This design comes from an exercise in tuning for small area on the open sky130 flow, not from production work.
Only simulation tests tie the RTL to the original design; equivalence was not proved.

==> module mac_tx, before the edit <==
module mac_tx(
    input logic clk,
    input logic rst_n,
    input logic start,
    input logic [2047:0] payload,  
    input logic [8:0] payload_len,  
    output logic tx_valid,
    output logic [7:0] tx_byte,
    output logic tx_last
);
    logic streaming;
    logic [8:0] idx;
    logic more;
    logic [255:0] sel_n;
    logic [7:0] byte_sel;
    assign more = idx < payload_len;
    assign tx_last = tx_valid & ~streaming;
    always_ff @(posedge clk or negedge rst_n) begin
        if (!rst_n) begin
            streaming <= 1'b0;
            tx_valid <= 1'b0;
        end else begin
            streaming <= streaming ? more : (start & ~tx_valid);
            tx_valid <= streaming;
        end
    end
    byte_dec u_dec(.idx(idx[7:0]), .sel_n(sel_n));
    for (genvar b = 0; b < 8; b++) begin : g_bit
        logic [255:0] col;
        for (genvar i = 0; i < 256; i++) begin : g_col
            assign col[i] = payload[8*i + b];
        end
        bit_sel u_sel(.d(col), .sel_n(sel_n), .q(byte_sel[b]));
    end
    always_ff @(posedge clk) begin
        idx <= streaming ? idx + 9'd1 : 9'd0;
        tx_byte <= more ? byte_sel : 8'h00;
    end
endmodule
==> module byte_dec, before the edit <==
module byte_dec(
    input logic [7:0] idx,
    output logic [255:0] sel_n
);
    logic [15:0] lo, hi;
    always_comb begin
        lo = '0; hi = '0;
        lo[idx[3:0]] = 1'b1;
        hi[idx[7:4]] = 1'b1;
    end
    for (genvar i = 0; i < 256; i++) begin : g_sel
        nand2 u_s(.a(hi[i / 16]), .b(lo[i % 16]), .y(sel_n[i]));
    end
endmodule
==> module bit_sel, before the edit <==
module bit_sel(
    input logic [255:0] d,
    input logic [255:0] sel_n,
    output logic q
);
    logic [127:0] z;
    for (genvar k = 0; k < 128; k++) begin : g_pair
        oai22 u_p(.a(d[2*k]), .sa(sel_n[2*k]), .b(d[2*k+1]), .sb(sel_n[2*k+1]), .y(z[k]));
    end
    nor128 u_r(.z(z), .y(q));
endmodule
==> module nor128, before the edit <==
module nor128(input logic [127:0] z, output logic y);
    assign y = ~|z;
endmodule
==> module oai22, before the edit <==
module oai22(input logic a, input logic sa, input logic b, input logic sb, output logic y);
    assign y = ~((a | sa) & (b | sb));
endmodule
==> flow/config.mk <==
export PLATFORM = sky130hd
export DESIGN_NAME = mac_top
export DESIGN_NICKNAME = mac_top
export VERILOG_FILES = /design/flow/design.v
export SDC_FILE = /design/flow/constraint.sdc
export NUM_CORES = 4
export LEC_CHECK = 0
export CAP_MARGIN = 20
export CORE_AREA = 5 5 615 615
export CTS_CLUSTER_DIAMETER = 60
export DIE_AREA = 0 0 620 620
export GPL_TIMING_DRIVEN = 0
export SLEW_MARGIN = 20
export SYNTH_HIERARCHICAL = 1
export SYNTH_MINIMUM_KEEP_SIZE = 0
==> flow/constraint.sdc <==
create_clock -name core_clock -period 6.0 [get_ports {clk}]
set_input_delay 1.2000 -clock core_clock [delete_from_list [all_inputs] [get_ports {clk}]]
set_output_delay 1.2000 -clock core_clock [all_outputs]
set_load 0.01 [all_outputs]
standard.sh (not shown) runs the stock make flow with config.mk's settings and CLKGATE_MAP_FILE= SYNTH_SCRIPT=/design/flow/synth_recipe.tcl, a recipe that flattens the netlist after the stock synthesis.
==> flow/flow/run.sh <==
#!/bin/bash
# The standard layout, except that:
#  - the port buffers are the smallest buffer (sky130_fd_sc_hd__buf_1) instead of the cell
#    buffer_ports picks on its own;
#  - tx_payload's pins are put in index order around the die edge (flow/pins.tcl) before the
#    I/O placer places the other ports.
# Each ORFS step keeps its own log under orfs/logs/; make's output goes to standard.log.
set -euo pipefail
cd "$(dirname "$0")/.."
bash standard.sh "BUFFER_PORTS_ARGS=-buffer_cell sky130_fd_sc_hd__buf_1" \
  "PRE_IO_PLACEMENT_TCL=$PWD/flow/pins.tcl" finish > standard.log 2>&1
==> flow/flow/pins.tcl <==
# Place tx_payload[0..2047] in index order around the die edge (counter-clockwise from the
# bottom-left corner), at the same pitch and pin shapes the I/O placer uses on its own:
# met2 pins every second met2 track on the bottom and top edges, met3 pins every second
# met3 track on the right and left edges. Neighbouring payload bytes then sit side by side,
# so the byte-select tree stays local. place_pins puts the remaining ports in the free slots.
# All coordinates are in nm (integers) so that every shape stays on the 5 nm grid.
set block [ord::get_db_block]
set die [$block getDieArea]
set W [$die dx]
set H [$die dy]
proc um {v} { return [format %.3f [expr {$v / 1000.0}]] }
set slots {}
set xs {}
for {set x 2070} {$x < $W - 4000} {incr x 920} { lappend xs $x }
set ys {}
for {set y 1700} {$y < $H - 1700} {incr y 1360} { lappend ys $y }
foreach x $xs { lappend slots [list met2 $x 245 140 490] }
foreach y $ys { lappend slots [list met3 [expr {$W - 400}] $y 800 300] }
foreach x [lreverse $xs] { lappend slots [list met2 $x [expr {$H - 245}] 140 490] }
foreach y [lreverse $ys] { lappend slots [list met3 400 $y 800 300] }
puts "pins.tcl: [llength $slots] slots on a $W x $H nm die"
for {set n 0} {$n < 2048} {incr n} {
  lassign [lindex $slots $n] layer x y w h
  place_pin -pin_name "tx_payload\[$n\]" -layer $layer -location [list [um $x] [um $y]] -pin_size [list [um $w] [um $h]]
}
Rerun with:
--- a/flow/design.v
+++ b/flow/design.v
@@ -58,5 +58,5 @@
     logic [8:0] idx;
     logic more;
-    logic [255:0] sel_n;
+    logic [255:0] sel;
     logic [7:0] byte_sel;
     assign more = idx < payload_len;
@@ -71,5 +71,5 @@
         end
     end
-    byte_dec u_dec(.idx(idx[7:0]), .sel_n(sel_n));
+    byte_dec u_dec(.idx(idx[7:0]), .sel(sel));
     for (genvar b = 0; b < 8; b++) begin : g_bit
         logic [255:0] col;
@@ -77,5 +77,5 @@
             assign col[i] = payload[8*i + b];
         end
-        bit_sel u_sel(.d(col), .sel_n(sel_n), .q(byte_sel[b]));
+        bit_sel u_sel(.d(col), .sel(sel), .q(byte_sel[b]));
     end
     always_ff @(posedge clk) begin
@@ -86,35 +86,38 @@
 module byte_dec(
     input logic [7:0] idx,
-    output logic [255:0] sel_n
+    output logic [255:0] sel
 );
-    logic [15:0] lo, hi;
-    always_comb begin
-        lo = '0; hi = '0;
-        lo[idx[3:0]] = 1'b1;
-        hi[idx[7:4]] = 1'b1;
+    logic [15:0] lo_n, hi_n;
+    for (genvar i = 0; i < 16; i++) begin : g_pre
+        assign lo_n[i] = idx[3:0] != i;
+        assign hi_n[i] = idx[7:4] != i;
     end
     for (genvar i = 0; i < 256; i++) begin : g_sel
-        nand2 u_s(.a(hi[i / 16]), .b(lo[i % 16]), .y(sel_n[i]));
+        nor2 u_s(.a(hi_n[i / 16]), .b(lo_n[i % 16]), .y(sel[i]));
     end
 endmodule
 module bit_sel(
     input logic [255:0] d,
-    input logic [255:0] sel_n,
+    input logic [255:0] sel,
     output logic q
 );
-    logic [127:0] z;
-    for (genvar k = 0; k < 128; k++) begin : g_pair
-        oai22 u_p(.a(d[2*k]), .sa(sel_n[2*k]), .b(d[2*k+1]), .sb(sel_n[2*k+1]), .y(z[k]));
+    logic [85:0] z;
+    for (genvar k = 0; k < 85; k++) begin : g_tri
+        aoi222 u_t(.a(d[3*k]), .sa(sel[3*k]), .b(d[3*k+1]), .sb(sel[3*k+1]), .c(d[3*k+2]), .sc(sel[3*k+2]), .y(z[k]));
     end
-    nor128 u_r(.z(z), .y(q));
+    nand2 u_last(.a(d[255]), .b(sel[255]), .y(z[85]));
+    nand86 u_r(.z(z), .y(q));
 endmodule
-module nor128(input logic [127:0] z, output logic y);
-    assign y = ~|z;
+module nand86(input logic [85:0] z, output logic y);
+    assign y = ~&z;
 endmodule
-module oai22(input logic a, input logic sa, input logic b, input logic sb, output logic y);
-    assign y = ~((a | sa) & (b | sb));
+module aoi222(input logic a, input logic sa, input logic b, input logic sb, input logic c, input logic sc, output logic y);
+    assign y = ~((a & sa) | (b & sb) | (c & sc));
 endmodule
 module nand2(input logic a, input logic b, output logic y);
     assign y = ~(a & b);
+endmodule
+module nor2(input logic a, input logic b, output logic y);
+    assign y = ~(a | b);
 endmodule
 module mac_top (
What happened: The new run finished but failed the layout checks on setup timing; routed wire length climbs by 8.7%; sequential share of layout area climbs by 0.17 points; synthesized cell count drops by 26%; count of clock-buffer cells in the layout drops by 1; core utilization drops by 0.27 points; sequential cell count is unchanged.

-- what the ideal ports hide --
In the flow no input, the clock included, has a driving cell. The finished layouts below were timed again as built, in two steps. Step 1: set_driving_cell puts a clkbuf_16 on clk and a buf_2 on each other input, an assumption about the parent block. Step 2, shift: input delay + t, output delay - t, t = (earliest + latest rising clock arrival at the registers) / 2. This alone moves slack from input paths to output paths. Slacks: ideal ports / drivers / drivers and shift; pairs: ideal ports / drivers.
run	t, ns	setup WS [ns]	hold slack, ns	worst setup path at the end	worst register clock-pin slew, ns
the first run	0.315	0.164 / 0.164 / 0.164	0.439 / 0.439 / 0.439	register to register	0.07 / 0.07
the second run	0.463	-0.005 / -0.005 / -0.005	0.473 / 0.473 / 0.473	register to register	0.13 / 0.13
